This is an optimization exercise on Yosys and OpenROAD, whose aim is small area, not a production implementation. At most, simulation tests tie the RTL to the original design; equivalence was not proved. For runs 6 and 7, only the layout was checked, not whether the RTL still works. No driver is modelled on the clock port, so clocking that relies on it looks cheaper here than on a real chip. Power figures rest on the tool's default switching activity, not on a simulated workload.

<file path="design/flow/config.mk">
export PLATFORM = sky130hd
export DESIGN_NAME = stack
export DESIGN_NICKNAME = stack
export VERILOG_FILES = /design/flow/design.v
export SDC_FILE = /design/flow/constraint.sdc
export NUM_CORES = 4
export LEC_CHECK = 0
export CAP_MARGIN = 0
export CORE_MARGIN = 2
export CORE_UTILIZATION = 55
export CTS_BUF_LIST = sky130_fd_sc_hd__clkbuf_4
export GPL_TIMING_DRIVEN = 0
export SLEW_MARGIN = 0
export SYNTH_HIERARCHICAL = 1
</file>
<file path="design/flow/design.v">
module g_aoi222(input wire a0, a1, b0, b1, c0, c1, output wire y);
    assign y = ~((a0 & a1) | (b0 & b1) | (c0 & c1));
endmodule
module g_nand2(input wire a, b, output wire y);
    assign y = ~(a & b);
endmodule
module g_nand3(input wire a, b, c, output wire y);
    assign y = ~(a & b & c);
endmodule
module g_andn(input wire a, bn, output wire y);    
    assign y = a & ~bn;
endmodule
module g_nor2(input wire a, b, output wire y);
    assign y = ~(a | b);
endmodule
module g_and2(input wire a, b, output wire y);
    assign y = a & b;
endmodule
module g_inv(input wire a, output wire y);
    assign y = ~a;
endmodule
module sel7(input wire [6:0] s, input wire [6:0] d, output wire o);
    wire x, y, z;
    g_aoi222 u_x(s[0], d[0], s[1], d[1], s[2], d[2], x);
    g_aoi222 u_y(s[3], d[3], s[4], d[4], s[5], d[5], y);
    g_nand2 u_z(s[6], d[6], z);
    g_nand3 u_o(x, y, z, o);
endmodule
module jbit(input wire reset, inc, dec, hold, l, r, q, output wire d);
    assign d = ~reset & ((inc & l) | (dec & r) | (hold & q));
endmodule
module g_full(input wire pop, inc, s6, s7, output wire full);
    assign full = (s7 & ~pop) | (s6 & inc);
endmodule
module g_empty(input wire push, dec, s0, s1, output wire empty);
    assign empty = (s0 & ~push) | (s1 & dec);
endmodule
module count_ctl(input wire [3:0] j, input wire reset, push, pop,
                 output wire [3:0] j_next, output wire [6:0] s, output wire [6:0] we,
                 output wire full, empty);
    wire s7, can_push, can_pop, inc, dec, hold, nj0, nj3;
    g_nor2 u_s0(j[3], j[0], s[0]);
    g_andn u_s1(j[0], j[1], s[1]);
    g_andn u_s2(j[1], j[2], s[2]);
    g_andn u_s3(j[2], j[3], s[3]);
    g_and2 u_s4(j[3], j[0], s[4]);
    g_andn u_s5(j[1], j[0], s[5]);
    g_andn u_s6(j[2], j[1], s[6]);
    g_andn u_s7(j[3], j[2], s7);
    genvar k;
    generate for (k = 0; k < 7; k = k + 1) begin : g_we
        g_and2 u_we(push, s[k], we[k]);
    end endgenerate
    g_andn u_cpu(push, s7, can_push);
    g_andn u_cpo(pop, s[0], can_pop);
    g_andn u_inc(can_push, can_pop, inc);
    g_andn u_dec(can_pop, can_push, dec);
    g_nor2 u_hold(inc, dec, hold);
    g_inv u_nj0(j[0], nj0);
    g_inv u_nj3(j[3], nj3);
    jbit u_j0(reset, inc, dec, hold, nj3, j[1], j[0], j_next[0]);
    jbit u_j1(reset, inc, dec, hold, j[0], j[2], j[1], j_next[1]);
    jbit u_j2(reset, inc, dec, hold, j[1], j[3], j[2], j_next[2]);
    jbit u_j3(reset, inc, dec, hold, j[2], nj0, j[3], j_next[3]);
    g_full u_full(pop, inc, s[6], s7, full);
    g_empty u_empty(push, dec, s[0], s[1], empty);
endmodule
module stack(input wire clk, reset, push, pop, input wire [15:0] value_in,
             output wire [15:0] value_out, output wire full, empty);
    reg [3:0] j;
    reg [15:0] m0, m1, m2, m3, m4, m5, m6;
    wire [3:0] j_next;
    wire [6:0] s, we;
    count_ctl u_ctl(j, reset, push, pop, j_next, s, we, full, empty);
    always @(posedge clk) j <= j_next;
    always @(posedge clk) begin
        if (we[0]) m0 <= value_in;
        if (we[1]) m1 <= value_in;
        if (we[2]) m2 <= value_in;
        if (we[3]) m3 <= value_in;
        if (we[4]) m4 <= value_in;
        if (we[5]) m5 <= value_in;
        if (we[6]) m6 <= value_in;
    end
    genvar k;
    generate for (k = 0; k < 16; k = k + 1) begin : g_rd
        sel7 u_sel(s, {m6[k], m5[k], m4[k], m3[k], m2[k], m1[k], m0[k]}, value_out[k]);
    end endgenerate
endmodule
</file>
<file path="design/flow/standard.sh">
#!/bin/bash
# synth_recipe.tcl (not shown) runs the flow's synth.tcl, then flattens the netlist and writes it again
# the make line also repeats each setting of config.mk as NAME=value (left out here)
make -C /OpenROAD-flow-scripts/flow DESIGN_CONFIG=/design/flow/config.mk WORK_HOME=/design/flow/orfs CLKGATE_MAP_FILE= SYNTH_SCRIPT=/design/flow/synth_recipe.tcl "${@:-finish}"
</file>
<file path="design/flow/flow/clocktree.tcl">
# Builds the clock tree by hand from inverters: the flops are split into
# CLK_LEAVES groups by k-means on their placed positions; each group gets a
# CLK_LEAF_CELL inverter at its centre, and one CLK_ROOT_CELL inverter at the
# leaves' centre drives the leaves from the clock port. Every flop sees the
# same two inversions, so the clock reaches it with its polarity unchanged.
set block [ord::get_db_block]
set db [ord::get_db]
set K $::env(CLK_LEAVES)
set leafm [$db findMaster $::env(CLK_LEAF_CELL)]
set rootm [$db findMaster $::env(CLK_ROOT_CELL)]
set clknet [$block findNet clk]
set its {}; set xs {}; set ys {}
foreach it [$clknet getITerms] {
  set i [$it getInst]; set b [$i getBBox]
  lappend its $it
  lappend xs [expr {([$b xMin] + [$b xMax]) / 2.0}]
  lappend ys [expr {([$b yMin] + [$b yMax]) / 2.0}]
}
set n [llength $its]
set order [lsort -indices -real $xs]
set cx {}; set cy {}
for {set k 0} {$k < $K} {incr k} {
  set idx [lindex $order [expr {int(($k + 0.5) * $n / $K)}]]
  lappend cx [lindex $xs $idx]; lappend cy [lindex $ys $idx]
}
for {set iter 0} {$iter < 100} {incr iter} {
  set assign {}
  for {set p 0} {$p < $n} {incr p} {
    set best 0; set bd 1e18
    for {set k 0} {$k < $K} {incr k} {
      set d [expr {abs([lindex $xs $p] - [lindex $cx $k]) + abs([lindex $ys $p] - [lindex $cy $k])}]
      if {$d < $bd} { set bd $d; set best $k }
    }
    lappend assign $best
  }
  set ncx {}; set ncy {}
  for {set k 0} {$k < $K} {incr k} {
    set sx 0; set sy 0; set c 0
    for {set p 0} {$p < $n} {incr p} {
      if {[lindex $assign $p] == $k} { set sx [expr {$sx + [lindex $xs $p]}]; set sy [expr {$sy + [lindex $ys $p]}]; incr c }
    }
    if {$c > 0} { lappend ncx [expr {$sx / $c}]; lappend ncy [expr {$sy / $c}] } else { lappend ncx [lindex $cx $k]; lappend ncy [lindex $cy $k] }
  }
  set cx $ncx; set cy $ncy
}
proc mterm_of {master dir} {
  foreach mt [$master getMTerms] {
    if {[$mt getSigType] eq "SIGNAL" && [$mt getIoType] eq $dir} { return [$mt getName] }
  }
}
set rin [mterm_of $rootm INPUT]; set rout [mterm_of $rootm OUTPUT]
set lin [mterm_of $leafm INPUT]; set lout [mterm_of $leafm OUTPUT]
set rootnet [odb::dbNet_create $block clk_root]
set rx 0; set ry 0
for {set k 0} {$k < $K} {incr k} {
  set lnet [odb::dbNet_create $block clk_leaf_$k]
  set leaf [odb::dbInst_create $block $leafm clkleaf_$k]
  $leaf setLocation [expr {int([lindex $cx $k])}] [expr {int([lindex $cy $k])}]
  $leaf setPlacementStatus PLACED
  [$leaf findITerm $lin] connect $rootnet
  [$leaf findITerm $lout] connect $lnet
  set c 0
  for {set p 0} {$p < $n} {incr p} {
    if {[lindex $assign $p] == $k} { set it [lindex $its $p]; $it disconnect; $it connect $lnet; incr c }
  }
  puts "clock leaf $k: $c flops at [expr {int([lindex $cx $k])/1000.0}] [expr {int([lindex $cy $k])/1000.0}]"
  set rx [expr {$rx + [lindex $cx $k] / $K}]; set ry [expr {$ry + [lindex $cy $k] / $K}]
}
set root [odb::dbInst_create $block $rootm clkroot]
$root setLocation [expr {int($rx)}] [expr {int($ry)}]
$root setPlacementStatus PLACED
[$root findITerm $rin] connect $clknet
[$root findITerm $rout] connect $rootnet
$clknet setSigType CLOCK
$rootnet setSigType CLOCK
</file>
<file path="design/flow/flow/run.sh">
#!/bin/bash
# The standard ORFS flow (the standard.sh) with these changes:
#  - port buffers are the smallest buffer, sky130_fd_sc_hd__buf_1, rather
#    than the one buffer_ports picks by default;
#  - the buffers Yosys/ABC inserted are removed at floorplan;
#  - before the placement's repair_design, every combinational cell is
#    swapped for the smallest cell of its family (flow/downsize.tcl);
#    repair_design and the later timing repair size up what needs it;
#  - the clock tree is built by flow/clocktree.tcl before the CTS step:
#    eight sky130_fd_sc_hd__clkinv_4 inverters, each at the centre of a group
#    of flops, driven by one sky130_fd_sc_hd__clkinv_8 from the clock port;
#    every flop gets the same two inversions. clock_tree_synthesis then finds
#    the clock already buffered and adds nothing.
# The full make output goes to standard.log in the work folder; ORFS's
# per-step logs stay under orfs/logs/.
set -euo pipefail
cd "$(dirname "$FLOW_CONFIG")"
export BUFFER_PORTS_ARGS="-buffer_cell sky130_fd_sc_hd__buf_1"
export REMOVE_ABC_BUFFERS=1
export PRE_RESIZE_TCL="$PWD/flow/downsize.tcl"
export PRE_CTS_TCL="$PWD/flow/clocktree.tcl"
export CLK_LEAVES=8
export CLK_LEAF_CELL=sky130_fd_sc_hd__clkinv_4
export CLK_ROOT_CELL=sky130_fd_sc_hd__clkinv_8
export CTS_ARGS="-clk_nets clk"
bash standard.sh > standard.log 2>&1
</file>
<file path="design/flow/flow/downsize.tcl">
# Area recovery: every combinational cell is swapped for the smallest cell of
# its family (same function, lowest area, e.g. nor2b_4 -> nor2b_1; of cells
# with the same area, the strongest, e.g. and2_1 rather than and2_0). The
# repair_design that follows fixes any slew or capacitance this causes, and
# the timing repair after CTS any setup violation. Registers, clock cells,
# tap, fill and tie cells are left alone.
proc downsize_family {name} {
  if {![regexp {^(sky130_fd_sc_hd__[a-z0-9]+)_([0-9]+)$} $name -> fam drive]} { return "" }
  return $fam
}
set db [ord::get_db]
set best [dict create]
foreach lib [$db getLibs] {
  foreach m [$lib getMasters] {
    set n [$m getName]
    set fam [downsize_family $n]
    if {$fam eq ""} { continue }
    if {[string match "*lpflow*" $n] || [string match "*probe*" $n]} { continue }
    set a [expr {[$m getWidth] * [$m getHeight]}]
    regexp {_([0-9]+)$} $n -> d
    if {![dict exists $best $fam]} { dict set best $fam [list $a $d $n]; continue }
    lassign [dict get $best $fam] ba bd bn
    if {$a < $ba || ($a == $ba && $d > $bd)} { dict set best $fam [list $a $d $n] }
  }
}
set skip {df edf sdf sedf dl dfx dfr dfs dfb sdl clk tap fill decap conb diode}
set count 0
foreach inst [[ord::get_db_block] getInsts] {
  set m [$inst getMaster]
  if {[$m getType] ne "CORE"} { continue }
  set n [$m getName]
  set fam [downsize_family $n]
  if {$fam eq "" || ![dict exists $best $fam]} { continue }
  set short [string range $fam 16 end]
  set keep 0
  foreach p $skip { if {[string match "${p}*" $short]} { set keep 1 } }
  if {$keep} { continue }
  set target [lindex [dict get $best $fam] 2]
  if {$target ne $n} {
    replace_cell [$inst getName] $target
    incr count
  }
}
puts "downsize: $count cells swapped for their family's smallest"

</file>
<file path="design/flow/constraint.sdc">
create_clock -name core_clock -period 5.0 [get_ports {clk}]
set_input_delay 1.0000 -clock core_clock [delete_from_list [all_inputs] [get_ports {clk}]]
set_output_delay 1.0000 -clock core_clock [all_outputs]
set_load 0.01 [all_outputs]
</file>
==> impl_metrics.py, run 1 <==
metrics = {
    "layout": {
        "mostFrequentLayoutCell": "clkinv_4",
        "most-common-layout-cells": "clkinv_4 (116), edfxtp_1 (112), buf_1 (37), a222oi_1 (36), nand2_1 (18)",
        "finish.instance_area_um2": 5592,
        "area_growth_syn_to_fin_pct": 33.32,
        "layout-drive-gt1-share_pct": 36.22,
        "num-nets-final": 403,
        "antennaDiodeCount": 0,
        "filler_cell_count": 478,
    },
    "power_and_ir_drop": {
        "pwr_dens_nw_per_um2": 543.4,
        "internal-power_w": 0.001692,
        "power.switching_fraction_pct": 44.31,
        "p_clk_share_pct": 58.7,
        "seqPwrFrac_pct": 36.6,
        "maximum_vdd_drop_v": 0.0004621,
        "p_leak_nw": 1.863,
        "combPwrFrac_pct": 4.7,
        "p_switching_w": 0.001346,
    },
    "cts": {
        "cts_setup_buffers": 0,
        "cts_tree": "yes",
        "cts_buffers": 3,
        "clk_pin_slew_worst_paths_ps": 40,
        "post_cts_resize_count": 0,
        "post_cts_hold_buffer_count": 0,
        "worstSkewPairLatency_ps": 620,
    },
    "setup_path": {
        "startpoint_type_of_the_worst_setup_path": "flop",
        "cp.arrival_ps": 2620,
        "worst_setup_end_kind": "output port",
        "worstPathMaxFanout": 19,
        "critPathRequiredTime_ps": 4000,
        "path_class": "reg -> out",
    },
    "die": {
        "row_count": 31,
        "initial_core_util_pct": 57.21,
        "fp.dieArea_um2": 8340,
        "floorplan.die.width_um": 91.33,
        "die-height_um": 91.33,
        "top_ports": 38,
        "placeableCoreArea_um2": 7331,
    },
    "yosys": {
        "synth-seq-cells": 116,
        "synth_cells": 216,
        "synth_cell_type_count": 10,
        "syn_avg_cell_area_um2": 19.42,
        "synth-warning-count": 7,
        "synth-seq-area-share_pct": 82.10,
        "syn-cell-area_um2": 4194,
    },
    "sta": {
        "slew_viol_final": 0,
        "max-slew-margin-rel_pct": 31.31,
        "timing.fmax_ghz": 0.2759,
        "setup_tns_ps": 0,
        "rsz0062_at_grt": "false",
        "worst_clock_skew_ps": 64.98,
        "hold_viol": 0,
        "finalSetupViolCount": 0,
        "period_share_pct": 72.48,
        "fin_crit_ps": 3624,
        "tightestPinTransition_ps": 1026,
    },
    "global_routing": {
        "grt_pass1_wl_mm": 14.45,
        "global_route.overflow_total": 0,
        "grt_antenna_before_repair": 0,
        "grt_max_degree": 20,
        "grt_pass1_vias": 3058,
        "grtUsageTotal_pct": 23.02,
    },
    "drt": {
        "route.detailed.drc": 0,
        "detail_route.vias_per_cell": 5.625,
        "drt-wirelength-per-cell_um": 18.56,
        "drt_first_pass_iters": 5,
        "drtIter0Drc": 345,
        "routed_wl_mm": 8.908,
        "detailroute.via_count": 2700,
        "detail-route-antenna-nets": 0,
    },
    "hold_path": {
        "worstHoldPathType": "reg -> reg",
    },
    "job": {
        "max_cap_violations": 0,
    },
    "placed_design": {
        "numPortBuffers": 37,
        "dpl.hpwl_mm": 4.228,
        "placement.cell_area_um2": 4404,
        "gpl.final_weighted_congestion": 0.6778,
    },
    "outcome": {
        "outcome": "complete, no violations",
    },
}
==> modules after synthesis (local to each module, per instance), excerpt <==
module | cells inside | copies in the design | area (um2)
g_empty | 3 | 1 | 16.27
g_andn | 1 | 10 | 13.76
g_full | 3 | 1 | 16.27
g_nand3 | 1 | 16 | 5.005
g_nand2 | 1 | 16 | 3.754
stack | 116 | 1 | 3443
g_inv | 1 | 2 | 3.754
g_aoi222 | 1 | 32 | 10.01
g_and2 | 1 | 8 | 6.256
g_nor2 | 1 | 2 | 3.754
jbit | 2 | 4 | 13.76
==> stage by stage <==
stage	cells	worst slack (ps)	hold slack [ps]	power [W]	utilization, %
2_1_floorplan	216	2505	570.2	0.001214	-
6_report	480	1376	618.2	0.003039	76.28
5_1_grt	480	1142	626.2	0.003238	76.28
3_5_place_dp	353	1932	593.7	0.001269	60.08
4_1_cts	480	1388	612.9	0.003113	76.28
3_3_place_gp	352	1657	618.6	0.001274	60.80
==> cell type report, clock buffers not listed <==
cell class / count / area (um2) / area share [%]
Sequential cell: 116 / 3443 / 61.58
Clock inverter: 124 / 1146 / 20.50
Multi-Input combinational cell: 96 / 668.1 / 11.95
Timing Repair Buffer: 38 / 153.9 / 2.752
Tap cell: 99 / 123.9 / 2.215
Inverter: 4 / 15.01 / 0.2685
==> worst max-delay path, stage by stage (launching register included) <==
cell     delay (ps)
dfxtp_1         380
nor2_2          790
nor2b_1         130
nor2b_1         360
nand2_1         100
o21ai_1          90
buf_1           160
==> Yosys cell counts <==
cell type	instances	area share, %
nor2b_4	10	3.3
a222oi_1	36	8.6
dfxtp_1	4	1.9
inv_1	4	0.36
edfxtp_1	112	80
nand2_1	18	1.6
and2_1	8	1.2
nand3_1	16	1.9
o21ai_2	2	0.42
nor2_1	6	0.54
==> power by group through the flow <==
stage / sequential (W) / combinational (W) / clock (W)
after CTS: 0.00111 / 0.000144 / 0.00186
after global routing: 0.00111 / 0.000158 / 0.00197
after floorplan: 0.00113 / 0.0000884 / 0
after detailed placement: 0.00113 / 0.000142 / 0
final: 0.00111 / 0.000143 / 0.00178
after global placement: 0.00113 / 0.000147 / 0
==> kinds of logic after synthesis <==
| family | synth area share [%] |
|---|---|
| flops | 82.10 |
| buf+inv | 0.3579 |
| compound gates | 9.010 |
| simple gates | 8.532 |
==> state kept, by name, indices dropped and copies added (netlist names) <==
name / cells
m4: 16
m3: 16
m0: 16
j: 4
m5: 16
m6: 16
m2: 16
m1: 16
==> worst paths after layout <==
check,from,end,slack (ps),cells past startpoint
setup / recovery,j[0],full,1380,6
hold / removal,j[0],j[3],620,3
setup reg to reg,j[0],m1[1],2320,2
hold reg to reg,j[0],j[3],620,3
==> metal layers <==
| layer | global-route usage [%] | up-vias | share of wire [%] |
|---|---|---|---|
| li1 | - | 1282 | - |
| met1 | 28.01 | 1302 | 39 |
| met2 | 36.36 | 100 | 52 |
| met3 | 9.212 | 16 | 8.0 |
| met4 | 10.48 | 0 | 1.7 |
| met5 | 0 | - | 0 |
==> run 2: changes to the inputs <==
--- a/design/flow/flow/run.sh
+++ b/design/flow/flow/run.sh
@@ -7,9 +7,12 @@
 #    swapped for the smallest cell of its family (flow/downsize.tcl);
 #    repair_design and the later timing repair size up what needs it;
-#  - the clock tree is built by flow/clocktree.tcl before the CTS step:
-#    eight sky130_fd_sc_hd__clkinv_4 inverters, each at the centre of a group
-#    of flops, driven by one sky130_fd_sc_hd__clkinv_8 from the clock port;
-#    every flop gets the same two inversions. clock_tree_synthesis then finds
-#    the clock already buffered and adds nothing.
+#  - the clock tree is built by hand in the CTS step: eight
+#    sky130_fd_sc_hd__clkinv_4 inverters, each at the centre of a group of
+#    flops, driven by one sky130_fd_sc_hd__clkinv_8 from the clock port, so
+#    every flop gets the same two inversions. flow/clocktree_pre.tcl puts a
+#    temporary buffer on the clock before clock_tree_synthesis, so that it
+#    and repair_clock_inverters leave the clock alone; flow/clocktree.tcl
+#    (after the step's own repairs) replaces that buffer with the tree and
+#    legalizes the placement.
 # The full make output goes to standard.log in the work folder; ORFS's
 # per-step logs stay under orfs/logs/.
@@ -19,5 +22,6 @@
 export REMOVE_ABC_BUFFERS=1
 export PRE_RESIZE_TCL="$PWD/flow/downsize.tcl"
-export PRE_CTS_TCL="$PWD/flow/clocktree.tcl"
+export PRE_CTS_TCL="$PWD/flow/clocktree_pre.tcl"
+export POST_CTS_TCL="$PWD/flow/clocktree.tcl"
 export CLK_LEAVES=8
 export CLK_LEAF_CELL=sky130_fd_sc_hd__clkinv_4
--- a/design/flow/flow/clocktree.tcl
+++ b/design/flow/flow/clocktree.tcl
@@ -6,4 +6,13 @@
 set block [ord::get_db_block]
 set db [ord::get_db]
+# undo flow/clocktree_pre.tcl's temporary buffer: the flops go back on clk
+set clknet [$block findNet clk]
+set tmp [$block findInst clktemp]
+set tmpnet [$block findNet clk_temp]
+foreach it [$tmpnet getITerms] {
+  if {[$it getInst] ne $tmp} { $it disconnect; $it connect $clknet }
+}
+odb::dbInst_destroy $tmp
+odb::dbNet_destroy $tmpnet
 set K $::env(CLK_LEAVES)
 set leafm [$db findMaster $::env(CLK_LEAF_CELL)]
@@ -74,2 +83,7 @@
 $clknet setSigType CLOCK
 $rootnet setSigType CLOCK
+
+# place the new cells legally and bring the parasitics up to date
+detailed_placement
+estimate_parasitics -placement
+report_clock_skew
==> design/flow/flow/clocktree_pre.tcl (new file) <==
# Before CTS: one temporary buffer drives every flop, so that
# clock_tree_synthesis finds the clock already buffered and adds nothing,
# and repair_clock_inverters finds no inverter to clone. The CTS step's
# POST hook (flow/clocktree.tcl) replaces it with the real tree.
set block [ord::get_db_block]
set sx 0; set sy 0; set n 0
foreach it [[$block findNet clk] getITerms] {
  set b [[$it getInst] getBBox]
  set sx [expr {$sx + ([$b xMin] + [$b xMax]) / 2}]; set sy [expr {$sy + ([$b yMin] + [$b yMax]) / 2}]; incr n
}
insert_buffer -buffer_cell sky130_fd_sc_hd__clkbuf_16 -net clk -location [list [expr {$sx / $n / 1000.0}] [expr {$sy / $n / 1000.0}]] -buffer_name clktemp -net_name clk_temp
==> impl_metrics.py, run 2 <==
metrics = {
    "yosys": {
        "synth_cell_type_count": 10,
        "synth-seq-area-share_pct": 82.10,
        "synth.area.top_cells": "edfxtp_1 (80%), a222oi_1 (8.6%), nor2b_4 (3.3%)",
        "most_numerous_cell_types_in_the_synthesized_netlist": "edfxtp_1 (112), a222oi_1 (36), nand2_1 (18)",
        "synth_cells": 216,
        "syn-cell-area_um2": 4194,
        "synth-seq-cells": 116,
        "synth_xor_area_share_pct": 0,
        "synth_compound_gate_area_share_pct": 9.010,
        "synth-simple-area-share_pct": 8.532,
        "syn_avg_cell_area_um2": 19.42,
        "synth_top_cell_area_share_pct": 80.19,
        "netlist.top_cell.by_area": "edfxtp_1",
        "synth_flop_type": "edfxtp_1",
        "synth_mux_area_share_pct": 0,
        "post-synth-top-count-cell": "edfxtp_1",
        "synth_fa_ha_area_share_pct": 0,
        "synth-warning-count": 7,
        "fraction_of_registers_with_async_set_or_reset_after_synthesis_pct": 0,
        "largest_family_of_logic_cells_by_synthesized_area": "compound AO/OA/AOI/OAI gates",
        "synth_edf_count": 112,
    },
    "outcome": {
        "outcome": "aborted with a tool error",
        "last-stage-reached": "clock tree synthesis",
        "error_line": "Error: cts.tcl, 90 invalid command name \"NULL\"",
    },
    "placed_design": {
        "dpl.hpwl_mm": 4.228,
        "dp_cells": 353,
        "numPortBuffers": 37,
        "dpl_worst_slack_ps": 1932,
        "gpl.final_weighted_congestion": 0.6778,
    },
    "die": {
        "initial_core_util_pct": 57.21,
        "die-height_um": 91.33,
        "row_count": 31,
        "floorplan.die.width_um": 91.33,
        "top_ports": 38,
    },
}
## run 2: kinds of logic after synthesis
logic type | after synthesis
AOI/OAI and AO/OA | 38
buffers and inverters | 4
DFF | 116
and+or+nand+nor | 58
## run 2: modules after synthesis (local to each module, per instance), excerpt
module,cells,area [um2],copies in the design,flip-flops and latches
g_nor2,1,3.754,2,0
stack,116,3443,1,116
jbit,2,13.76,4,0
g_inv,1,3.754,2,0
g_full,3,16.27,1,0
g_empty,3,16.27,1,0
## run 2: stage by stage
stage | power (W) | cell area [um2]
floorplan | 0.001214 | 4194
detailed placement | 0.001269 | 4404
global placement | 0.001274 | 4457
## run 2: worst min-delay path by stage
| stage | cells after the start | slack, ps | endpoint |
|---|---|---|---|
| floorplan | 3 | 570 | j[3] |
| global placement | 3 | 620 | j[3] |
| detailed placement | 3 | 590 | j[3] |
## run 2: power groups by stage
stage | logic [W] | registers [W] | clock network (W)
after floorplan | 0.0000884 | 0.00113 | 0
after global placement | 0.000147 | 0.00113 | 0
after detailed placement | 0.000142 | 0.00113 | 0
==> run 3: changes to the inputs <==
--- a/design/flow/flow/clocktree.tcl
+++ b/design/flow/flow/clocktree.tcl
@@ -8,6 +8,8 @@
 # undo flow/clocktree_pre.tcl's temporary buffer: the flops go back on clk
 set clknet [$block findNet clk]
-set tmp [$block findInst clktemp]
-set tmpnet [$block findNet clk_temp]
+set tmp [[lindex [$clknet getITerms] 0] getInst]
+set tmpnet ""
+foreach it [$tmp getITerms] { if {[$it isOutputSignal]} { set tmpnet [$it getNet] } }
+puts "removing temporary clock buffer [$tmp getName] on [$tmpnet getName]"
 foreach it [$tmpnet getITerms] {
   if {[$it getInst] ne $tmp} { $it disconnect; $it connect $clknet }
==> impl_metrics.py, run 3 <==
metrics = {
    "sta": {
        "worst_clock_skew_ps": 24.49,
        "timing.fmax_ghz": 0.3144,
        "tightestPinTransition_ps": 1026,
        "period_share_pct": 63.62,
        "max-slew-margin-rel_pct": 31.27,
        "rsz0062_at_grt": "false",
        "hold_viol": 0,
        "finalSetupViolCount": 0,
        "slew_viol_final": 0,
        "setup_tns_ps": 0,
        "fin_crit_ps": 3181,
    },
    "die": {
        "floorplan.die.width_um": 91.33,
        "fp.dieArea_um2": 8340,
        "initial_core_util_pct": 57.21,
        "die-height_um": 91.33,
        "placeableCoreArea_um2": 7331,
        "row_count": 31,
        "top_ports": 38,
    },
    "layout": {
        "filler_cell_count": 551,
        "num-nets-final": 285,
        "mostFrequentLayoutCell": "edfxtp_1",
        "area_growth_syn_to_fin_pct": 7.070,
        "antennaDiodeCount": 0,
        "layout-drive-gt1-share_pct": 7.605,
        "most-common-layout-cells": "edfxtp_1 (112), buf_1 (37), a222oi_1 (36), nand2_1 (18), nand3_1 (16)",
        "final_core_util_pct": 61.26,
        "finish.instance_area_um2": 4491,
    },
    "drt": {
        "detail_route.vias_per_cell": 6.102,
        "drt-wirelength-per-cell_um": 21.48,
        "route.detailed.drc": 0,
        "detailroute.via_count": 2209,
        "drtIter0Drc": 256,
        "detail-route-antenna-nets": 0,
        "drt_first_pass_iters": 7,
        "routed_wl_mm": 7.775,
    },
    "setup_path": {
        "regToRegSetupSlack_ps": 2370,
        "r2r-start": "j[0]",
        "worst_setup_end_kind": "output port",
        "worstPathMaxFanout": 19,
        "reg2regPathDepth": 2,
        "cp.arrival_ps": 2180,
        "startpoint_type_of_the_worst_setup_path": "flop",
        "critPathRequiredTime_ps": 4000,
        "critical_path.reg2reg.endpoint": "m1[9]",
        "worst_setup_path_startpoint": "j[0]",
        "path_class": "reg -> out",
        "capturing_element_of_the_worst_setup_path": "full",
    },
    "power_and_ir_drop": {
        "power.switching_fraction_pct": 24.61,
        "seqPwrFrac_pct": 70.4,
        "p_switching_w": 0.0003865,
        "p_clk_share_pct": 20.7,
        "internal-power_w": 0.001184,
        "p_leak_nw": 1.348,
        "maximum_vdd_drop_v": 0.0001851,
        "combPwrFrac_pct": 8.9,
        "pwr_dens_nw_per_um2": 349.8,
    },
    "global_routing": {
        "grtUsageTotal_pct": 18.75,
        "global_route.overflow_total": 0,
        "met3_usage_pct": 1.411,
        "grt_busiest_layer": "met2",
        "groute.layer.met2.usage_pct": 31.98,
        "grt_pass1_vias": 2129,
        "grt_antenna_before_repair": 0,
        "grt_pass1_wl_mm": 11.94,
        "grt_max_degree": 20,
        "gr-usage-met1_pct": 27.13,
    },
    "yosys": {
        "syn_avg_cell_area_um2": 19.42,
        "netlist.top_cell.by_area": "edfxtp_1",
        "synth-warning-count": 7,
        "synth_cells": 216,
        "synth_edf_count": 112,
        "synth-seq-area-share_pct": 82.10,
        "syn-cell-area_um2": 4194,
        "synth-seq-cells": 116,
        "fraction_of_registers_with_async_set_or_reset_after_synthesis_pct": 0,
        "post-synth-top-count-cell": "edfxtp_1",
        "most_numerous_cell_types_in_the_synthesized_netlist": "edfxtp_1 (112), a222oi_1 (36), nand2_1 (18)",
        "synth_flop_type": "edfxtp_1",
        "synth.area.top_cells": "edfxtp_1 (80%), a222oi_1 (8.6%), nor2b_4 (3.3%)",
        "synth_top_cell_area_share_pct": 80.19,
        "synth_cell_type_count": 10,
    },
    "cts": {
        "worstSkewPairLatency_ps": 230,
        "clk_pin_slew_worst_paths_ps": 70,
    },
    "outcome": {
        "outcome": "complete, no violations",
    },
    "hold_path": {
        "worstHoldPathType": "reg -> reg",
    },
    "placed_design": {
        "gpl.final_weighted_congestion": 0.6778,
        "placement.cell_area_um2": 4404,
        "numPortBuffers": 37,
        "dpl.hpwl_mm": 4.228,
    },
    "job": {
        "max_cap_violations": 0,
    },
}
run 3: cell counts after synthesis:
No cell type changed its count.
run 3: worst min path at each step:
stage               cells after the start    to  from  slack, ps
global route                            3  j[3]  j[0]        670
detailed placement                      3  j[3]  j[0]        590
floorplan                               3  j[3]  j[0]        570
finish                                  3  j[3]  j[0]        620
global placement                        3  j[3]  j[0]        620
run 3: cells by family (layout without fill, tap and decap cells):
logic type	after synthesis	in the layout	share of synthesized area, %
DFF	116	116	82.10
and+or+nand+nor	58	58	8.532
AOI/OAI and AO/OA	38	38	9.010
buffers and inverters	4	51	0.3579
run 3: per-layer routing:
layer  up-vias  wire length, um
met2        78             3763
met5         -                0
met4         0              138
li1       1023                -
met1      1097             3412
met3        11              461
run 3: metrics by stage:
stage / std cells / setup WS, ps / power (W) / hold slack [ps]
floorplan: 216 / 2505 / 0.001214 / 570.2
global route: 362 / 1585 / 0.001637 / 672.6
detailed placement: 353 / 1932 / 0.001269 / 593.7
finish: 362 / 1819 / 0.001571 / 619.9
global placement: 352 / 1657 / 0.001274 / 618.6
run 3: Yosys stat by module, one instance, submodules excluded, excerpt:
| module | area [um2] | cells inside | flip-flops and latches | copies in the design |
|---|---|---|---|---|
| g_empty | 16.27 | 3 | 0 | 1 |
| jbit | 13.76 | 2 | 0 | 4 |
| g_nand3 | 5.005 | 1 | 0 | 16 |
| stack | 3443 | 116 | 116 | 1 |
| g_full | 16.27 | 3 | 0 | 1 |
| g_andn | 13.76 | 1 | 0 | 10 |
| g_nor2 | 3.754 | 1 | 0 | 2 |
| g_nand2 | 3.754 | 1 | 0 | 16 |
| g_aoi222 | 10.01 | 1 | 0 | 32 |
| g_inv | 3.754 | 1 | 0 | 2 |
| g_and2 | 6.256 | 1 | 0 | 8 |
run 3: worst max-delay path: stages (launching register included):
cell     delay [ps]
dfxtp_1         390
nor2_2          760
nor2b_1         130
nor2b_1         350
nand2_1          90
o21ai_1          90
buf_1           160
run 3: layout make-up:
type	count	area [um2]	share of cell area, %
Timing Repair Buffer	38	153.9	3.427
Multi-Input combinational cell	96	668.1	14.88
Inverter	13	101.3	2.257
Tap cell	99	123.9	2.758
Sequential cell	116	3443	76.68
run 3: power by group through the flow:
stage	Clock, W	Sequential [W]	Combinational, W
after floorplan	0	0.00113	0.0000884
after global placement	0	0.00113	0.000147
after detailed placement	0	0.00113	0.000142
after global routing	0.000374	0.00111	0.000155
final	0.000325	0.00111	0.000141
==> run 4: changes to the inputs <==
--- a/design/flow/config.mk
+++ b/design/flow/config.mk
@@ -11,4 +11,5 @@
 export CTS_BUF_LIST = sky130_fd_sc_hd__clkbuf_4
 export GPL_TIMING_DRIVEN = 0
+export PLACE_DENSITY = 0.8
 export SLEW_MARGIN = 0
 export SYNTH_HIERARCHICAL = 1
==> impl_metrics.py, run 4 <==
metrics = {
    "power_and_ir_drop": {
        "maximum_vdd_drop_v": 0.0002099,
        "pwr_dens_nw_per_um2": 352.0,
        "total_power_after_layout_w": 0.001575,
        "p_leak_nw": 1.341,
    },
    "sta": {
        "finalHoldWorstSlack_ps": 645.6,
        "period_share_pct": 65.10,
        "setup_ws_ps": 1745,
        "slew_viol_final": 0,
        "tightestPinTransition_ps": 1003,
        "hold_viol": 0,
        "worst_clock_skew_ps": 19.79,
        "rsz0062_at_grt": "false",
        "setup_tns_ps": 0,
        "finalSetupViolCount": 0,
        "timing.fmax_ghz": 0.3072,
        "max-slew-margin-rel_pct": 33.05,
        "fin_crit_ps": 3255,
    },
    "drt": {
        "detail_route.vias_per_cell": 6.205,
        "routed_wl_mm": 7.711,
        "drt-wirelength-per-cell_um": 21.36,
        "drtIter0Drc": 254,
        "detail-route-antenna-nets": 0,
        "drt_first_pass_iters": 5,
        "detailroute.via_count": 2240,
        "route.detailed.drc": 0,
    },
    "global_routing": {
        "global_route.overflow_total": 0,
        "grt_pass1_vias": 2266,
        "grtUsageTotal_pct": 18.35,
        "grt_pass1_wl_mm": 11.80,
        "grt_antenna_before_repair": 0,
        "grt_max_degree": 20,
    },
    "yosys": {
        "synth_cell_type_count": 10,
        "largest_family_of_logic_cells_by_synthesized_area": "compound AO/OA/AOI/OAI gates",
        "syn-cell-area_um2": 4194,
        "most_numerous_cell_types_in_the_synthesized_netlist": "edfxtp_1 (112), a222oi_1 (36), nand2_1 (18)",
        "synth_cells": 216,
        "synth_flop_type": "edfxtp_1",
        "syn_avg_cell_area_um2": 19.42,
        "synth-seq-cells": 116,
        "synth-warning-count": 7,
        "synth-simple-area-share_pct": 8.532,
        "synth_xor_area_share_pct": 0,
        "fraction_of_registers_with_async_set_or_reset_after_synthesis_pct": 0,
        "synth_top_cell_area_share_pct": 80.19,
        "netlist.top_cell.by_area": "edfxtp_1",
        "synth.area.top_cells": "edfxtp_1 (80%), a222oi_1 (8.6%), nor2b_4 (3.3%)",
        "synth-seq-area-share_pct": 82.10,
        "synth_fa_ha_area_share_pct": 0,
        "synth_compound_gate_area_share_pct": 9.010,
        "synth_mux_area_share_pct": 0,
        "synth_edf_count": 112,
        "post-synth-top-count-cell": "edfxtp_1",
    },
    "die": {
        "top_ports": 38,
        "placeableCoreArea_um2": 7331,
        "floorplan.die.width_um": 91.33,
        "initial_core_util_pct": 57.21,
        "die-height_um": 91.33,
        "fp.dieArea_um2": 8340,
        "row_count": 31,
    },
    "setup_path": {
        "startpoint_type_of_the_worst_setup_path": "flop",
        "cp_slowest_cell": "nor2_2",
        "critical_path_buf_inv_count": 1,
        "path_class": "reg -> out",
        "critical-path-top-delay-family": "simple AND/OR/NAND/NOR gates",
        "crit_path_cell_trace": "nor2_2, nor2b_1, nor2b_1, nand2_1, o21ai_1, buf_1",
        "cp.arrival_ps": 2260,
        "worst_setup_end_kind": "output port",
        "critPathRequiredTime_ps": 4000,
        "worst_path_largest_cell_delay_ps": 810,
        "critPathMostFrequentCell": "nor2b_1",
        "worstPathMaxFanout": 19,
    },
    "placed_design": {
        "dp_cells": 352,
        "numPortBuffers": 37,
        "dpl_worst_slack_ps": 1708,
        "gpl.final_weighted_congestion": 0.6891,
        "dpl.hpwl_mm": 4.233,
    },
    "cts": {
        "clk_pin_slew_worst_paths_ps": 80,
        "worstSkewPairLatency_ps": 240,
    },
    "hold_path": {
        "worstHoldPathType": "reg -> reg",
    },
    "layout": {
        "area_growth_syn_to_fin_pct": 6.712,
        "num-nets-final": 284,
        "most-common-layout-cells": "edfxtp_1 (112), buf_1 (37), a222oi_1 (36), nand2_1 (18), nand3_1 (16)",
        "finish.cell_count_without_fillers": 361,
        "filler_cell_count": 532,
        "layout-drive-gt1-share_pct": 7.252,
        "antennaDiodeCount": 0,
        "mostFrequentLayoutCell": "edfxtp_1",
    },
    "outcome": {
        "outcome": "complete, no violations",
    },
    "job": {
        "max_cap_violations": 0,
    },
}
-- run 4: cell counts after synthesis --
No cell type changed its count.
-- run 4: power by group --
group	switching, W	total, W	internal, W
Sequential	0.00000958	0.00111	0.00110
Combinational	0.0000954	0.000141	0.0000456
Clock	0.000286	0.000329	0.0000425
-- run 4: metrics by stage --
| stage | utilization, % | instance area [um2] |
|---|---|---|
| floorplan | - | 4194 |
| global placement | 60.80 | 4457 |
| detailed placement | 59.81 | 4384 |
| global route | 61.05 | 4476 |
| finish | 61.05 | 4476 |
-- run 4: modules after synthesis (local to each module, per instance), a selection --
module	cells inside	times used	flops+latches	cell area (um2)
g_and2	1	8	0	6.256
g_andn	1	10	0	13.76
g_aoi222	1	32	0	10.01
g_empty	3	1	0	16.27
g_full	3	1	0	16.27
g_inv	1	2	0	3.754
g_nand2	1	16	0	3.754
g_nand3	1	16	0	5.005
g_nor2	1	2	0	3.754
jbit	2	4	0	13.76
stack	116	1	116	3443
-- run 4: cells by family (layout without fill, tap and decap cells) --
family,Yosys count,count (layout)
AND/OR/NAND/NOR,58,58
AO/OA/AOI/OAI,38,38
flip-flops,116,116
buffers and inverters,4,50
-- run 4: metal layers --
| metal | part of all wire, % | up-vias | global-route usage [%] |
|---|---|---|---|
| met2 | 50 | 117 | 31.73 |
| met5 | 0 | - | 0 |
| li1 | - | 1021 | - |
| met1 | 40 | 1092 | 25.47 |
| met4 | 1.3 | 0 | 3.409 |
| met3 | 8.9 | 10 | 2.490 |
-- run 4: cell type report --
cell class / count / area [um2] / share of cell area [%]
tap: 99 / 123.9 / 2.768
inverter: 13 / 101.3 / 2.264
multi-input combinational: 96 / 668.1 / 14.93
timing repair buffer: 37 / 138.9 / 3.103
sequential: 116 / 3443 / 76.94
-- run 4: final timing paths --
kind              start      to  slack (ps)  cells past startpoint
hold / removal     j[0]    j[3]         650                      3
hold reg to reg    j[0]    j[3]         650                      3
setup / recovery   j[0]    full        1740                      6
setup reg to reg   j[0]  m1[12]        2360                      2
-- run 4: worst register-to-register path, delay by kind of cell, from the launching register on --
kind             cells  cell delay (ps)
and+or+nand+nor      2             1770
DFF                  1              490
==> run 5: changes to the inputs <==
--- a/design/flow/config.mk
+++ b/design/flow/config.mk
@@ -8,8 +8,8 @@
 export CAP_MARGIN = 0
 export CORE_MARGIN = 2
-export CORE_UTILIZATION = 55
+export CORE_UTILIZATION = 62
 export CTS_BUF_LIST = sky130_fd_sc_hd__clkbuf_4
 export GPL_TIMING_DRIVEN = 0
-export PLACE_DENSITY = 0.8
+export PLACE_DENSITY = 0.85
 export SLEW_MARGIN = 0
 export SYNTH_HIERARCHICAL = 1
==> impl_metrics.py, run 5 <==
metrics = {
    "setup_path": {
        "worst_setup_end_kind": "output port",
        "path_class": "reg -> out",
        "critPathRequiredTime_ps": 4000,
        "cp.arrival_ps": 2250,
        "worstPathMaxFanout": 19,
        "startpoint_type_of_the_worst_setup_path": "flop",
    },
    "yosys": {
        "synth_compound_gate_area_share_pct": 9.010,
        "synth_xor_area_share_pct": 0,
        "synth_cell_type_count": 10,
        "synth_mux_area_share_pct": 0,
        "synth_top_cell_area_share_pct": 80.19,
        "syn-cell-area_um2": 4194,
        "largest_family_of_logic_cells_by_synthesized_area": "compound AO/OA/AOI/OAI gates",
        "synth_fa_ha_area_share_pct": 0,
        "most_numerous_cell_types_in_the_synthesized_netlist": "edfxtp_1 (112), a222oi_1 (36), nand2_1 (18)",
        "synth-seq-cells": 116,
        "synth-warning-count": 7,
        "synth.area.top_cells": "edfxtp_1 (80%), a222oi_1 (8.6%), nor2b_4 (3.3%)",
        "netlist.top_cell.by_area": "edfxtp_1",
        "post-synth-top-count-cell": "edfxtp_1",
        "synth-seq-area-share_pct": 82.10,
        "synth_flop_type": "edfxtp_1",
        "synth_cells": 216,
        "synth-simple-area-share_pct": 8.532,
        "fraction_of_registers_with_async_set_or_reset_after_synthesis_pct": 0,
        "syn_avg_cell_area_um2": 19.42,
        "synth_edf_count": 112,
    },
    "drt": {
        "drt-wirelength-per-cell_um": 23.43,
        "detail-route-antenna-nets": 0,
        "drt_first_pass_iters": 8,
        "routed_wl_mm": 7.944,
        "drtIter0Drc": 374,
        "detailroute.via_count": 2320,
        "route.detailed.drc": 0,
        "detail_route.vias_per_cell": 6.844,
    },
    "layout": {
        "antennaDiodeCount": 0,
        "final_core_util_pct": 68.87,
        "area_growth_syn_to_fin_pct": 6.056,
        "layout-drive-gt1-share_pct": 7.252,
        "num-nets-final": 284,
        "mostFrequentLayoutCell": "edfxtp_1",
        "most-common-layout-cells": "edfxtp_1 (112), buf_1 (37), a222oi_1 (36), nand2_1 (18), nand3_1 (16)",
    },
    "sta": {
        "period_share_pct": 65.00,
        "fin_crit_ps": 3250,
        "rsz0062_at_grt": "false",
        "hold_viol": 0,
        "tightestPinTransition_ps": 1004,
        "slew_viol_final": 0,
        "max-slew-margin-rel_pct": 32.77,
        "setup_tns_ps": 0,
        "finalSetupViolCount": 0,
        "worst_clock_skew_ps": 18.09,
        "timing.fmax_ghz": 0.3077,
    },
    "die": {
        "row_count": 29,
        "fp.dieArea_um2": 7438,
        "floorplan.die.width_um": 86.25,
        "top_ports": 38,
        "placeableCoreArea_um2": 6459,
        "initial_core_util_pct": 64.94,
        "die-height_um": 86.25,
    },
    "power_and_ir_drop": {
        "pwr_dens_nw_per_um2": 355.3,
        "maximum_vdd_drop_v": 0.0002428,
        "total_power_after_layout_w": 0.001581,
        "p_leak_nw": 1.341,
    },
    "global_routing": {
        "grtUsageTotal_pct": 21.42,
        "grt_pass1_wl_mm": 12.02,
        "grt_pass1_vias": 2253,
        "global_route.overflow_total": 0,
        "grt_max_degree": 20,
        "grt_antenna_before_repair": 0,
    },
    "placed_design": {
        "gpl.final_weighted_congestion": 0.7537,
        "dpl.hpwl_mm": 4.344,
        "numPortBuffers": 37,
    },
    "job": {
        "max_cap_violations": 0,
    },
    "cts": {
        "clk_pin_slew_worst_paths_ps": 90,
        "worstSkewPairLatency_ps": 230,
    },
    "hold_path": {
        "worstHoldPathType": "reg -> reg",
    },
    "outcome": {
        "outcome": "complete, no violations",
    },
}
run 5: stage by stage:
stage	cell area (um2)	hold WS [ps]	instances	setup WS [ps]
after global routing	4448	678.8	339	1470
after floorplan	4194	570.2	216	2505
after detailed placement	4357	604.4	330	1800
after global placement	4429	600.9	330	1657
final	4448	624.5	339	1750
run 5: final timing paths:
kind | startpoint | to | slack [ps] | depth (start not counted)
max | j[0] | full | 1750 | 6
min | j[0] | j[3] | 620 | 3
max reg2reg | j[0] | m1[11] | 2360 | 2
min reg2reg | j[0] | j[3] | 620 | 3
run 5: metal layers:
metal	routed length, um	track usage, %	vias up
met5	0	0	-
met4	121	4.688	0
met3	742	3.333	12
met2	3945	35.52	120
met1	3135	31.05	1168
li1	-	-	1020
run 5: modules after synthesis (local to each module, per instance), a selection:
| module | flip-flops and latches | cells |
|---|---|---|
| stack | 116 | 116 |
| g_nor2 | 0 | 1 |
| g_aoi222 | 0 | 1 |
| g_and2 | 0 | 1 |
| g_full | 0 | 3 |
| g_nand2 | 0 | 1 |
| g_empty | 0 | 3 |
| g_inv | 0 | 1 |
| g_andn | 0 | 1 |
run 5: report_power, final:
| part | total [W] | switching [W] | internal, W |
|---|---|---|---|
| Clock | 0.000332 | 0.000290 | 0.0000424 |
| Sequential | 0.00111 | 0.0000102 | 0.00110 |
| Combinational | 0.000142 | 0.0000965 | 0.0000456 |
| Total | 0.00158 | 0.000397 | 0.00118 |
run 5: layout make-up:
cell class              count  area (um2)
flip-flops and latches    116        3443
fillers                   420        2011
multi-input cells          96       668.1
repair buffers             37       138.9
inverters                  13       101.3
well taps                  77       96.34
run 5: cell families (layout without fill, tap and decap cells):
logic type             count (synthesis)  count (layout)
AND/OR/NAND/NOR                       58              58
flip-flops                           116             116
AO/OA/AOI/OAI                         38              38
buffers and inverters                  4              50
run 5: critical path: stages (launching register included):
cell and delay (ps):
dfxtp_1 390, nor2_2 800, nor2b_1 130, nor2b_1 360, nand2_1 90, o21ai_1 100
buf_1 160
==> run 6: changes to the inputs <==
--- a/design/flow/design.v
+++ b/design/flow/design.v
@@ -39,14 +39,18 @@
                  output wire [3:0] j_next, output wire [6:0] s, output wire [6:0] we,
                  output wire full, empty);
-    wire s7, can_push, can_pop, inc, dec, hold, nj0, nj3;
+    wire s7, can_push, can_pop, inc, dec, hold;
+    wire [3:0] nj;
+    genvar k;
+    generate for (k = 0; k < 4; k = k + 1) begin : g_nj
+        g_inv u_nj(j[k], nj[k]);
+    end endgenerate
     g_nor2 u_s0(j[3], j[0], s[0]);
-    g_andn u_s1(j[0], j[1], s[1]);
-    g_andn u_s2(j[1], j[2], s[2]);
-    g_andn u_s3(j[2], j[3], s[3]);
-    g_and2 u_s4(j[3], j[0], s[4]);
-    g_andn u_s5(j[1], j[0], s[5]);
-    g_andn u_s6(j[2], j[1], s[6]);
-    g_andn u_s7(j[3], j[2], s7);
-    genvar k;
+    g_nor2 u_s1(nj[0], j[1], s[1]);
+    g_nor2 u_s2(nj[1], j[2], s[2]);
+    g_nor2 u_s3(nj[2], j[3], s[3]);
+    g_nor2 u_s4(nj[3], nj[0], s[4]);
+    g_nor2 u_s5(j[0], nj[1], s[5]);
+    g_nor2 u_s6(j[1], nj[2], s[6]);
+    g_nor2 u_s7(j[2], nj[3], s7);
     generate for (k = 0; k < 7; k = k + 1) begin : g_we
         g_and2 u_we(push, s[k], we[k]);
@@ -57,10 +61,8 @@
     g_andn u_dec(can_pop, can_push, dec);
     g_nor2 u_hold(inc, dec, hold);
-    g_inv u_nj0(j[0], nj0);
-    g_inv u_nj3(j[3], nj3);
-    jbit u_j0(reset, inc, dec, hold, nj3, j[1], j[0], j_next[0]);
+    jbit u_j0(reset, inc, dec, hold, nj[3], j[1], j[0], j_next[0]);
     jbit u_j1(reset, inc, dec, hold, j[0], j[2], j[1], j_next[1]);
     jbit u_j2(reset, inc, dec, hold, j[1], j[3], j[2], j_next[2]);
-    jbit u_j3(reset, inc, dec, hold, j[2], nj0, j[3], j_next[3]);
+    jbit u_j3(reset, inc, dec, hold, j[2], nj[0], j[3], j_next[3]);
     g_full u_full(pop, inc, s[6], s7, full);
     g_empty u_empty(push, dec, s[0], s[1], empty);
--- a/design/flow/config.mk
+++ b/design/flow/config.mk
@@ -8,8 +8,7 @@
 export CAP_MARGIN = 0
 export CORE_MARGIN = 2
-export CORE_UTILIZATION = 62
+export CORE_UTILIZATION = 55
 export CTS_BUF_LIST = sky130_fd_sc_hd__clkbuf_4
 export GPL_TIMING_DRIVEN = 0
-export PLACE_DENSITY = 0.85
 export SLEW_MARGIN = 0
 export SYNTH_HIERARCHICAL = 1
==> impl_metrics.py, run 6 <==
metrics = {
    "drt": {
        "route.detailed.drc": 0,
        "detailroute.via_count": 2302,
        "drt-wirelength-per-cell_um": 22.55,
        "routed_wl_mm": 8.299,
        "detail_route.vias_per_cell": 6.255,
        "drt_first_pass_iters": 6,
        "drtIter0Drc": 266,
        "detail-route-antenna-nets": 0,
    },
    "setup_path": {
        "worst_path_largest_cell_delay_ps": 350,
        "worst_setup_end_kind": "output port",
        "r2r-start": "j[1]",
        "startpoint_type_of_the_worst_setup_path": "input pin",
        "cp.arrival_ps": 2090,
        "critical-path-top-delay-family": "simple AND/OR/NAND/NOR gates",
        "critical_path.reg2reg.endpoint": "m5[14]",
        "critical_path_buf_inv_count": 2,
        "regToRegSetupSlack_ps": 2470,
        "cp_num_cells": 6,
        "path_class": "in -> out",
        "reg2regPathDepth": 4,
        "crit_path_cell_trace": "buf_1, nor2b_1, nor2b_1, nand2_1, o21ai_1, buf_1",
        "critPathRequiredTime_ps": 4000,
        "worstPathMaxFanout": 9,
        "cp_slowest_cell": "nor2b_1",
    },
    "job": {
        "max_cap_violations": 0,
    },
    "outcome": {
        "outcome": "complete, no violations",
    },
    "sta": {
        "timing.fmax_ghz": 0.3241,
        "max-slew-margin-rel_pct": 29.01,
        "hold_viol": 0,
        "tightestPinTransition_ps": 1065,
        "finalSetupViolCount": 0,
        "slew_viol_final": 0,
        "setup_tns_ps": 0,
        "fin_crit_ps": 3085,
        "period_share_pct": 61.70,
        "rsz0062_at_grt": "false",
        "worst_clock_skew_ps": 24.74,
    },
    "layout": {
        "most-common-layout-cells": "edfxtp_1 (112), buf_1 (37), a222oi_1 (36), nand2_1 (18), nand3_1 (16)",
        "layout-drive-gt1-share_pct": 9.665,
        "final_core_util_pct": 62.50,
        "antennaDiodeCount": 0,
        "area_growth_syn_to_fin_pct": 9.522,
        "num-nets-final": 291,
        "mostFrequentLayoutCell": "edfxtp_1",
        "filler_cell_count": 576,
    },
    "global_routing": {
        "grt_max_degree": 19,
        "global_route.overflow_total": 0,
        "grt_pass1_vias": 2225,
        "grtUsageTotal_pct": 20.57,
        "grt_antenna_before_repair": 0,
        "grt_pass1_wl_mm": 12.78,
    },
    "die": {
        "initial_core_util_pct": 57.06,
        "placeableCoreArea_um2": 7253,
        "floorplan.die.width_um": 90.75,
        "fp.dieArea_um2": 8236,
        "top_ports": 38,
        "die-height_um": 90.75,
        "row_count": 31,
    },
    "yosys": {
        "fraction_of_registers_with_async_set_or_reset_after_synthesis_pct": 0,
        "netlist.top_cell.by_area": "edfxtp_1",
        "synth_cells": 218,
        "synth_top_cell_area_share_pct": 81.26,
        "synth.area.top_cells": "edfxtp_1 (81%), a222oi_1 (8.7%), dfxtp_1 (1.9%)",
        "synth-seq-cells": 116,
        "synth_cell_type_count": 10,
        "syn_avg_cell_area_um2": 18.99,
        "post-synth-top-count-cell": "edfxtp_1",
        "synth-warning-count": 7,
        "most_numerous_cell_types_in_the_synthesized_netlist": "edfxtp_1 (112), a222oi_1 (36), nand2_1 (18)",
        "syn-cell-area_um2": 4139,
        "synth_edf_count": 112,
        "synth_flop_type": "edfxtp_1",
        "synth-seq-area-share_pct": 83.19,
    },
    "placed_design": {
        "dpl.hpwl_mm": 4.677,
        "numPortBuffers": 37,
        "gpl.final_weighted_congestion": 0.7414,
    },
    "power_and_ir_drop": {
        "maximum_vdd_drop_v": 0.0001911,
        "pwr_dens_nw_per_um2": 350.4,
        "p_leak_nw": 1.370,
    },
    "hold_path": {
        "hold_path_depth": 3,
        "worstHoldPathType": "reg -> reg",
        "hold_end": "j[3]",
        "holdCritStartpoint": "j[0]",
    },
    "cts": {
        "clk_pin_slew_worst_paths_ps": 100,
        "worstSkewPairLatency_ps": 240,
    },
}
-- run 6: cell count changes after synthesis --
| cell | delta |
|---|---|
| and2_1 | -1 |
| inv_1 | +2 |
| nor2_1 | +7 |
| nor2b_4 | -6 |
-- run 6: layout make-up --
cell class                 count  area, um2  area share, %
sequential                   116       3443          75.96
tap                           99      123.9          2.733
inverter                      15      108.9          2.401
timing repair buffer          42      206.4          4.554
multi-input combinational     96      650.6          14.35
-- run 6: where the power goes --
group / internal, W / switching [W]
clock: 0.0000424 / 0.000289
sequential: 0.00110 / 0.00000909
combinational: 0.0000521 / 0.000100
-- run 6: through the flow --
| step | std cells | total power (W) | hold slack (ps) | setup slack (ps) | cell area, um2 |
|---|---|---|---|---|---|
| after floorplan | 218 | 0.001209 | 534.4 | 2481 | 4139 |
| after global placement | 354 | 0.001273 | 582.9 | 1492 | 4402 |
| after detailed placement | 359 | 0.001282 | 616.9 | 1778 | 4442 |
| after global routing | 368 | 0.001653 | 719.1 | 1716 | 4533 |
| final | 368 | 0.001588 | 649.1 | 1915 | 4533 |
-- run 6: worst max path at each step --
stage	startpoint	to
3_5_place_dp	j[2]	value_out[15]
6_report	push	full
2_1_floorplan	pop	empty
5_1_grt	push	full
3_3_place_gp	j[0]	value_out[15]
-- run 6: worst min-delay path, cell delays in order, from the launching register on --
cell and delay, ps:
dfxtp_1 370, inv_2 100, a222oi_1 70, nor2_1 80
-- run 6: per-layer routing --
layer / track usage (%) / up-vias / part of all wire, %
met5: 0 / - / 0
met4: 5.000 / 0 / 2.1
met3: 2.504 / 15 / 7.7
met2: 33.46 / 101 / 47
met1: 30.18 / 1152 / 43
li1: - / 1034 / -
-- run 6: kinds of logic (layout without fill, tap and decap cells) --
kind of cell	after synthesis	count (layout)	share of synthesized area (%)
AOI/OAI and AO/OA	38	38	9.130
buffers and inverters	6	57	0.5441
and+or+nand+nor	58	58	7.134
DFF	116	116	83.19
-- run 6: modules after synthesis, one instance, submodules excluded, a selection --
module	cells	area [um2]	flip-flops and latches	copies in the design
g_and2	1	6.256	0	7
g_andn	1	13.76	0	4
g_aoi222	1	10.01	0	32
g_empty	3	16.27	0	1
g_full	3	16.27	0	1
g_inv	1	3.754	0	4
g_nand2	1	3.754	0	16
g_nand3	1	5.005	0	16
g_nor2	1	3.754	0	9
jbit	2	13.76	0	4
stack	116	3443	116	1
==> run 7: changes to the inputs <==
==> design/flow/design.v (replaced) <==
module g_oai22(input wire a0, a1, b0, b1, output wire y);
    assign y = ~((a0 | a1) & (b0 | b1));
endmodule
module g_nor4(input wire a, b, c, d, output wire y);
    assign y = ~(a | b | c | d);
endmodule
module g_nand2(input wire a, b, output wire y);
    assign y = ~(a & b);
endmodule
module g_nor2(input wire a, b, output wire y);
    assign y = ~(a | b);
endmodule
module g_and2(input wire a, b, output wire y);
    assign y = a & b;
endmodule
module g_andn(input wire a, bn, output wire y);    
    assign y = a & ~bn;
endmodule
module g_inv(input wire a, output wire y);
    assign y = ~a;
endmodule
module sel7(input wire [6:0] sn, input wire [6:0] d, output wire o);
    wire x, y, z, w;
    g_oai22 u_x(sn[0], d[0], sn[1], d[1], x);
    g_oai22 u_y(sn[2], d[2], sn[3], d[3], y);
    g_oai22 u_z(sn[4], d[4], sn[5], d[5], z);
    g_nor2 u_w(sn[6], d[6], w);
    g_nor4 u_o(x, y, z, w, o);
endmodule
module jbit(input wire reset, inc, dec, hold, l, r, q, output wire d);
    assign d = ~reset & ((inc & l) | (dec & r) | (hold & q));
endmodule
module g_full(input wire pop, inc, sn6, sn7, output wire full);
    assign full = (~sn7 & ~pop) | (~sn6 & inc);
endmodule
module g_empty(input wire push, dec, sn0, sn1, output wire empty);
    assign empty = (~sn0 & ~push) | (~sn1 & dec);
endmodule
module count_ctl(input wire [3:0] j, input wire reset, push, pop,
                 output wire [3:0] j_next, output wire [6:0] sn, output wire [6:0] we,
                 output wire full, empty);
    wire sn7, pushn, can_push, can_pop, inc, dec, hold;
    wire [3:0] nj;
    genvar k;
    generate for (k = 0; k < 4; k = k + 1) begin : g_nj
        g_inv u_nj(j[k], nj[k]);
    end endgenerate
    g_nand2 u_s0(nj[3], nj[0], sn[0]);
    g_nand2 u_s1(j[0], nj[1], sn[1]);
    g_nand2 u_s2(j[1], nj[2], sn[2]);
    g_nand2 u_s3(j[2], nj[3], sn[3]);
    g_nand2 u_s4(j[3], j[0], sn[4]);
    g_nand2 u_s5(nj[0], j[1], sn[5]);
    g_nand2 u_s6(nj[1], j[2], sn[6]);
    g_nand2 u_s7(nj[2], j[3], sn7);
    g_inv u_pushn(push, pushn);
    generate for (k = 0; k < 7; k = k + 1) begin : g_we
        g_nor2 u_we(pushn, sn[k], we[k]);
    end endgenerate
    g_and2 u_cpu(push, sn7, can_push);
    g_and2 u_cpo(pop, sn[0], can_pop);
    g_andn u_inc(can_push, can_pop, inc);
    g_andn u_dec(can_pop, can_push, dec);
    g_nor2 u_hold(inc, dec, hold);
    jbit u_j0(reset, inc, dec, hold, nj[3], j[1], j[0], j_next[0]);
    jbit u_j1(reset, inc, dec, hold, j[0], j[2], j[1], j_next[1]);
    jbit u_j2(reset, inc, dec, hold, j[1], j[3], j[2], j_next[2]);
    jbit u_j3(reset, inc, dec, hold, j[2], nj[0], j[3], j_next[3]);
    g_full u_full(pop, inc, sn[6], sn7, full);
    g_empty u_empty(push, dec, sn[0], sn[1], empty);
endmodule
module stack(input wire clk, reset, push, pop, input wire [15:0] value_in,
             output wire [15:0] value_out, output wire full, empty);
    reg [3:0] j;
    reg [15:0] m0, m1, m2, m3, m4, m5, m6;
    wire [3:0] j_next;
    wire [6:0] sn, we;
    count_ctl u_ctl(j, reset, push, pop, j_next, sn, we, full, empty);
    always @(posedge clk) j <= j_next;
    always @(posedge clk) begin
        if (we[0]) m0 <= value_in;
        if (we[1]) m1 <= value_in;
        if (we[2]) m2 <= value_in;
        if (we[3]) m3 <= value_in;
        if (we[4]) m4 <= value_in;
        if (we[5]) m5 <= value_in;
        if (we[6]) m6 <= value_in;
    end
    genvar k;
    generate for (k = 0; k < 16; k = k + 1) begin : g_rd
        sel7 u_sel(sn, {m6[k], m5[k], m4[k], m3[k], m2[k], m1[k], m0[k]}, value_out[k]);
    end endgenerate
endmodule
--- a/design/flow/config.mk
+++ b/design/flow/config.mk
@@ -11,4 +11,5 @@
 export CTS_BUF_LIST = sky130_fd_sc_hd__clkbuf_4
 export GPL_TIMING_DRIVEN = 0
+export PLACE_DENSITY = 0.8
 export SLEW_MARGIN = 0
 export SYNTH_HIERARCHICAL = 1
==> impl_metrics.py, run 7 <==
metrics = {
    "outcome": {
        "outcome": "complete, no violations",
    },
    "layout": {
        "most-common-layout-cells": "edfxtp_1 (112), o22ai_1 (50), buf_1 (37), nor2_1 (21), nor4_1 (16)",
        "num-nets-final": 304,
        "filler_cell_count": 548,
        "mostFrequentLayoutCell": "edfxtp_1",
        "antennaDiodeCount": 0,
        "area_growth_syn_to_fin_pct": 6.746,
        "layout-drive-gt1-share_pct": 9.220,
        "area_of_combinational_cells_with_multiple_inputs_um2": 630.6,
        "layout.area.seq_um2": 3443,
    },
    "yosys": {
        "synth_compound_gate_area_share_pct": 8.678,
        "synth_cell_type_count": 11,
        "largest_family_of_logic_cells_by_synthesized_area": "simple AND/OR/NAND/NOR gates",
        "netlist.top_cell.by_area": "edfxtp_1",
        "syn_avg_cell_area_um2": 18.07,
        "synth.area.top_cells": "edfxtp_1 (80%), o22ai_1 (7.1%), nor4_2 (4.8%)",
        "synth-seq-cells": 116,
        "post-synth-top-count-cell": "edfxtp_1",
        "synth_mux_area_share_pct": 0,
        "synth-warning-count": 7,
        "most_numerous_cell_types_in_the_synthesized_netlist": "edfxtp_1 (112), o22ai_1 (48), nor2_1 (28)",
        "synth_fa_ha_area_share_pct": 0,
        "fraction_of_registers_with_async_set_or_reset_after_synthesis_pct": 0,
        "synth-simple-area-share_pct": 8.915,
        "syn-cell-area_um2": 4210,
        "synth_top_cell_area_share_pct": 79.88,
        "synth_xor_area_share_pct": 0,
        "synth_cells": 233,
        "synth-seq-area-share_pct": 81.78,
        "synth_flop_type": "edfxtp_1",
        "synth_edf_count": 112,
    },
    "hold_path": {
        "hold_path_depth": 3,
        "worstHoldPathType": "reg -> reg",
        "holdCritStartpoint": "j[0]",
        "hold_end": "j[3]",
    },
    "cts": {
        "clk_pin_slew_worst_paths_ps": 70,
        "worstSkewPairLatency_ps": 250,
    },
    "setup_path": {
        "startpoint_type_of_the_worst_setup_path": "flop",
        "cp.arrival_ps": 2400,
        "critPathRequiredTime_ps": 4000,
        "path_class": "reg -> out",
        "r2r-start": "j[0]",
        "worstPathMaxFanout": 19,
        "reg2regPathDepth": 7,
        "worst_setup_end_kind": "output port",
        "regToRegSetupSlack_ps": 2470,
        "critical_path.reg2reg.endpoint": "j[1]",
    },
    "sta": {
        "setup_tns_ps": 0,
        "hold_viol": 0,
        "finalHoldWorstSlack_ps": 624.4,
        "slew_viol_final": 0,
        "tightestPinTransition_ps": 1022,
        "finalSetupViolCount": 0,
        "max-slew-margin-rel_pct": 31.82,
        "period_share_pct": 68.01,
        "fin_crit_ps": 3400,
        "timing.fmax_ghz": 0.2941,
        "rsz0062_at_grt": "false",
        "worst_clock_skew_ps": 36.01,
    },
    "drt": {
        "detail-route-antenna-nets": 0,
        "route.detailed.drc": 0,
        "detailroute.via_count": 2352,
        "drtIter0Drc": 246,
        "drt-wirelength-per-cell_um": 20.65,
        "drt_first_pass_iters": 5,
        "routed_wl_mm": 7.869,
        "detail_route.vias_per_cell": 6.173,
    },
    "die": {
        "row_count": 31,
        "die-height_um": 91.50,
        "placeableCoreArea_um2": 7331,
        "floorplan.die.width_um": 91.50,
        "fp.dieArea_um2": 8371,
        "initial_core_util_pct": 57.43,
        "top_ports": 38,
    },
    "global_routing": {
        "global_route.overflow_total": 0,
        "grtUsageTotal_pct": 18.54,
        "grt_antenna_before_repair": 0,
        "grt_pass1_wl_mm": 11.98,
        "grt_max_degree": 21,
        "grt_pass1_vias": 2284,
    },
    "placed_design": {
        "dpl.hpwl_mm": 4.531,
        "gpl.final_weighted_congestion": 0.7086,
        "numPortBuffers": 37,
    },
    "power_and_ir_drop": {
        "maximum_vdd_drop_v": 0.0001938,
        "pwr_dens_nw_per_um2": 351.2,
        "p_leak_nw": 1.338,
    },
    "job": {
        "max_cap_violations": 0,
    },
}
==> run 7: changes by cell type in the layout (fill, tap and decap cells not counted), moves of 2 or more <==
cell,before,now
o22ai_1,0,50
a222oi_1,36,4
nand3_1,16,0
nor4_1,0,16
nor2_1,7,21
nand2_1,18,8
and2_1,7,2
nor2b_1,4,2
o21ai_1,2,0
==> run 7: area by class of cell <==
type | instances | area share (%)
flip-flops and latches | 116 | 76.61
well taps | 99 | 2.756
repair buffers | 40 | 4.092
inverters | 16 | 2.506
multi-input cells | 110 | 14.03
==> run 7: power by group <==
part	switching (W)	internal, W	total [W]
sequential	0.00000843	0.00110	0.00110
clock	0.000285	0.0000422	0.000327
combinational	0.000101	0.0000462	0.000148
==> run 7: worst max path at each step <==
stage / from / to / slack, ps / cells after the start
final: j[0] / empty / 1600 / 7
after global routing: j[0] / empty / 1390 / 7
after detailed placement: j[0] / empty / 1870 / 7
after global placement: push / m1[9] / 2030 / 3
after floorplan: pop / empty / 2420 / 4
==> run 7: critical path, stage by stage (launching register included) <==
cell     delay (ps)
dfxtp_1         420
inv_2            60
nand2_1         670
and2_1          260
nor2b_1         410
inv_2            40
o22ai_1         150
buf_1           180
==> run 7: Yosys stat by module (local to each module, per instance), excerpt <==
module,area (um2),copies in the design
g_and2,6.256,2
g_andn,13.76,2
g_empty,16.27,1
g_full,16.27,1
g_inv,3.754,5
g_nand2,3.754,8
g_nor2,3.754,24
g_nor4,12.51,16
g_oai22,6.256,48
jbit,13.76,4
stack,3443,1
==> run 7: per-stage QoR <==
stage               area (um2)  worst slack, ps  power, W  util [%]  instances
global placement          4473             2034  0.001279     61.02        369
finish                    4494             1600  0.001579     61.31        381
global route              4494             1392  0.001632     61.31        381
floorplan                 4210             2424  0.001222         -        233
detailed placement        4408             1874  0.001273     60.13        372
==> run 7: kinds of logic after synthesis <==
| family | count (synthesis) |
|---|---|
| and+or+nand+nor | 56 |
| DFF | 116 |
| AOI/OAI and AO/OA | 54 |
| buffers and inverters | 7 |
==> run 7: metal layers <==
metal,up-vias,part of all wire [%],global-route usage (%)
li1,1067,-,-
met4,0,3.0,5.808
met2,113,48,31.13
met1,1149,41,25.56
met3,23,7.8,2.324
met5,-,0,0

[afterwards: timing with drivers on the ports]
Ports are ideal in the flow. The routed layouts listed here were re-timed in OpenROAD. Step 1, drivers: a clkbuf_16 drives clk and a buf_2 each remaining input, both assumed. Step 2 also shifts input and output timing later by t, the mid clock arrival at the registers, as if the neighbouring blocks saw the same clock. Three values: ideal, step 1, step 2; two values: the first two.
run | t, ns | setup WS [ns] | worst hold slack (ns) | latest minus earliest clock arrival (ns) | pins driven straight from the clock port
run 1 | 0.620 | 1.376 / 1.346 / 1.874 | 0.618 / 0.618 / 0.618 | 0.072 / 0.072 | 1
run 3 | 0.273 | 1.819 / 1.768 / 1.873 | 0.620 / 0.620 / 0.620 | 0.024 / 0.024 | 1
run 4 | 0.270 | 1.745 / 1.697 / 1.813 | 0.646 / 0.646 / 0.646 | 0.028 / 0.028 | 1
run 5 | 0.274 | 1.750 / 1.699 / 1.816 | 0.625 / 0.625 / 0.625 | 0.030 / 0.030 | 1
run 6 | 0.275 | 1.915 / 1.892 / 1.892 | 0.649 / 0.649 / 0.649 | 0.025 / 0.024 | 1
run 7 | 0.271 | 1.600 / 1.551 / 1.822 | 0.624 / 0.624 / 0.624 | 0.049 / 0.049 | 1
After both steps every run listed still meets setup and hold. The setup slack of run 6, which loses most, moves by -0.023 ns with the drivers and by -0.023 ns with both steps.
